Context: an optimization exercise on an open-source flow, tuned for small area. The choices shown serve that exercise and are no tape-out recipe.
Only simulation tests tie the RTL to the original design; equivalence was not proved.
No activity file was given, so power comes from the tool's default toggle rates. No driver is modelled on the clock port, so clocking that relies on it looks cheaper here than on a real chip.

run A:
==> flow/design.v (excerpt) <==
module processor
(
    input clk, reset,
    output [5:0]  imem_addr,
    input  [31:0] imem_data,
    output [6:0]  dmem_addr,
    output [31:0] dmem_wdata,
    output        dmem_we,
    input  [31:0] dmem_rdata,
    output        result_valid,
    output [31:0] Result
);
For scale: ~1600 cells after synthesis, roughly 1100 flip-flops, about 25000 µm² of cells after synthesis.
clock: 11.0 ns
lec_check: 0
cap_margin: 20
core_margin: 2
core_utilization: 40
cts_buf_list: sky130_fd_sc_hd__clkbuf_16
cts_cluster_diameter: 100
cts_cluster_size: 32
slew_margin: 20
run.sh (not shown) runs the stock make flow with config.mk's settings and CLKGATE_MAP_FILE= SYNTH_SCRIPT=/design/flow/synth_recipe.tcl, a recipe that flattens the netlist after the stock synthesis.
Relative to run A, the following input files were edited for run B:
# run A
export LEC_CHECK = 0
export CAP_MARGIN = 20
export CORE_MARGIN = 2
export CORE_UTILIZATION = 40
export CTS_BUF_LIST = sky130_fd_sc_hd__clkbuf_16
export CTS_CLUSTER_DIAMETER = 100
export CTS_CLUSTER_SIZE = 32
export SLEW_MARGIN = 20
create_clock -name core_clock -period 11.0 [get_ports {clk}]
# run B
export LEC_CHECK = 0
export CAP_MARGIN = 20
export CORE_MARGIN = 2
export CORE_UTILIZATION = 40
export SLEW_MARGIN = 20
create_clock -name core_clock -period 11.0 [get_ports {clk}]
==> flow/flow/run.sh (new file) <==
#!/bin/bash
# Standard ORFS flow with small port buffers and a leaner clock tree.
set -euo pipefail
export BUFFER_PORTS_ARGS="-buffer_cell sky130_fd_sc_hd__buf_1"
export CTS_ARGS="-sink_clustering_enable -repair_clock_nets -dont_use_dummy_load -buf_list sky130_fd_sc_hd__buf_4 -sink_clustering_size 12 -sink_clustering_max_diameter 40"

bash standard.sh > standard.log 2>&1
==> flow/standard.sh (new file) <==
#!/bin/bash
# synth_recipe.tcl (not shown) runs the flow's synth.tcl, then flattens the netlist and writes it again
# the make line also repeats each setting of config.mk as NAME=value (left out here)
make -C /OpenROAD-flow-scripts/flow DESIGN_CONFIG=/design/flow/config.mk WORK_HOME=/design/flow/orfs CLKGATE_MAP_FILE= SYNTH_SCRIPT=/design/flow/synth_recipe.tcl "${@:-finish}"
removed: flow/run.sh
Notes after the runs:
Run B | stages: all done | timing, DRC, antenna: all pass. Run B has more setup slack than run A. For power in sequential cells, run A and run B come out practically identical. Against run A, run B comes in 2.7 points lower on part of the total power dissipated in the clock network. Relative to run A, the via count of run B is higher by about 2.2%. The utilization after layout of run B is lower than that of run A.
Input changes introduced in run C (baseline for comparison: run B):
==> flow/flow/run.sh <==
#!/bin/bash
# Standard ORFS flow with smaller port buffers and a leaner clock tree.
set -euo pipefail
export BUFFER_PORTS_ARGS="-buffer_cell sky130_fd_sc_hd__buf_1"
export CTS_ARGS="-sink_clustering_enable -repair_clock_nets -dont_use_dummy_load -buf_list sky130_fd_sc_hd__clkbuf_16 -sink_clustering_size 32 -sink_clustering_max_diameter 100"
bash standard.sh > standard.log 2>&1
## What came out
- The final instance area of run C exceeds that of run B by about 0.7%.
- The lower worst setup slack after layout came out of run B.
- Share of the cycle needed by the critical path after routing: run C vs run B, no meaningful difference
- Fraction of area in registers: run C and run B compared, higher one is run B
- Against run B, global-route wire length before repair in run C came out better.
- [compare] base=run B new=run C: part of the total power dissipated in combinational logic did not really move; overall power consumption went up; final core utilization went up; leakage dissipation did not really move.
Input-level comparison between run D and run C:
==> flow/run.sh (new file) <==
#!/bin/bash
# synth_recipe.tcl (not shown) runs the flow's synth.tcl, then flattens the netlist and writes it again
# the make line also repeats each setting of config.mk as NAME=value (left out here)
make -C /OpenROAD-flow-scripts/flow DESIGN_CONFIG=/design/flow/config.mk WORK_HOME=/design/flow/orfs CLKGATE_MAP_FILE= SYNTH_SCRIPT=/design/flow/synth_recipe.tcl finish
removed: flow/flow/run.sh
removed: flow/standard.sh
[summary]
Run D: post-layout net count 3.2% above run C. Run D: no failed stages, no open violations at the end. Changes observed in run D relative to run C: worst endpoint data arrival time now larger; global-route usage over all layers now larger; reg2reg setup slack now larger.
### run D -> run E
# run D
export LEC_CHECK = 0
export CAP_MARGIN = 20
export CORE_MARGIN = 2
export CORE_UTILIZATION = 40
export SLEW_MARGIN = 20
create_clock -name core_clock -period 11.0 [get_ports {clk}]
# run E
export LEC_CHECK = 0
export ABC_AREA = 1
export CAP_MARGIN = 20
export CORE_MARGIN = 2
export CORE_UTILIZATION = 40
export SLEW_MARGIN = 20
create_clock -name core_clock -period 11.0 [get_ports {clk}]
==> flow/flow/run.sh (new file) <==
#!/bin/bash
# Standard ORFS flow with smaller port buffers and a leaner clock tree.
set -euo pipefail
export BUFFER_PORTS_ARGS="-buffer_cell sky130_fd_sc_hd__buf_1"
export CTS_ARGS="-sink_clustering_enable -repair_clock_nets -dont_use_dummy_load -buf_list sky130_fd_sc_hd__clkbuf_16 -sink_clustering_size 32 -sink_clustering_max_diameter 100"
bash standard.sh > standard.log 2>&1
==> flow/standard.sh (new file) <==
#!/bin/bash
# synth_recipe.tcl (not shown) runs the flow's synth.tcl, then flattens the netlist and writes it again
# the make line also repeats each setting of config.mk as NAME=value (left out here)
make -C /OpenROAD-flow-scripts/flow DESIGN_CONFIG=/design/flow/config.mk WORK_HOME=/design/flow/orfs CLKGATE_MAP_FILE= SYNTH_SCRIPT=/design/flow/synth_recipe.tcl "${@:-finish}"
removed: flow/run.sh
Looking at the reports, run E completed the entire flow and the layout it produced met the timing, DRC and antenna checks.
The run showing the greater number of cells on the worst reg-to-reg path is run E.
Run E vs run D, critical-path cell with the highest stage delay: sky130_fd_sc_hd__clkinv_1 vs sky130_fd_sc_hd__clkdlybuf4s50_1
Compared with run D, run E shows total power of the final layout that has gone down by more than 10%.
STATUS final routed wirelength across all metal layers: run E wins against run D
Row upper clock frequency limit: run E higher / run D lower

==> afterwards: timing with drivers on the ports <==
Ports are ideal in the flow. The routed layouts listed here were re-timed in OpenROAD. Step 1, drivers: a clkbuf_16 drives clk and a buf_2 each remaining input, both assumed. Step 2 times the ports against the registers' clock, not the clock port: input delays grow and output delays shrink by t, the midpoint of the rising clock arrivals with the driver on. Three values: ideal, step 1, step 2; two values: the first two.
run	shift t [ns]	setup WS [ns]	clock arrival spread, ns	worst register clock-pin slew, ns
run A	0.641	2.087 / 2.041 / 2.041	0.032 / 0.032	0.11 / 0.11
run B	0.792	2.914 / 2.855 / 2.855	0.104 / 0.103	0.11 / 0.11
run C	0.622	2.925 / 2.867 / 2.867	0.070 / 0.070	0.11 / 0.11
run D	0.684	2.118 / 2.071 / 2.071	0.026 / 0.026	0.07 / 0.07
run E	0.629	3.338 / 3.295 / 3.295	0.062 / 0.062	0.11 / 0.11
After both steps every run listed still meets setup and hold. For run B, which loses most, drivers alone change the setup slack by -0.059 ns; drivers and shift together by -0.059 ns.
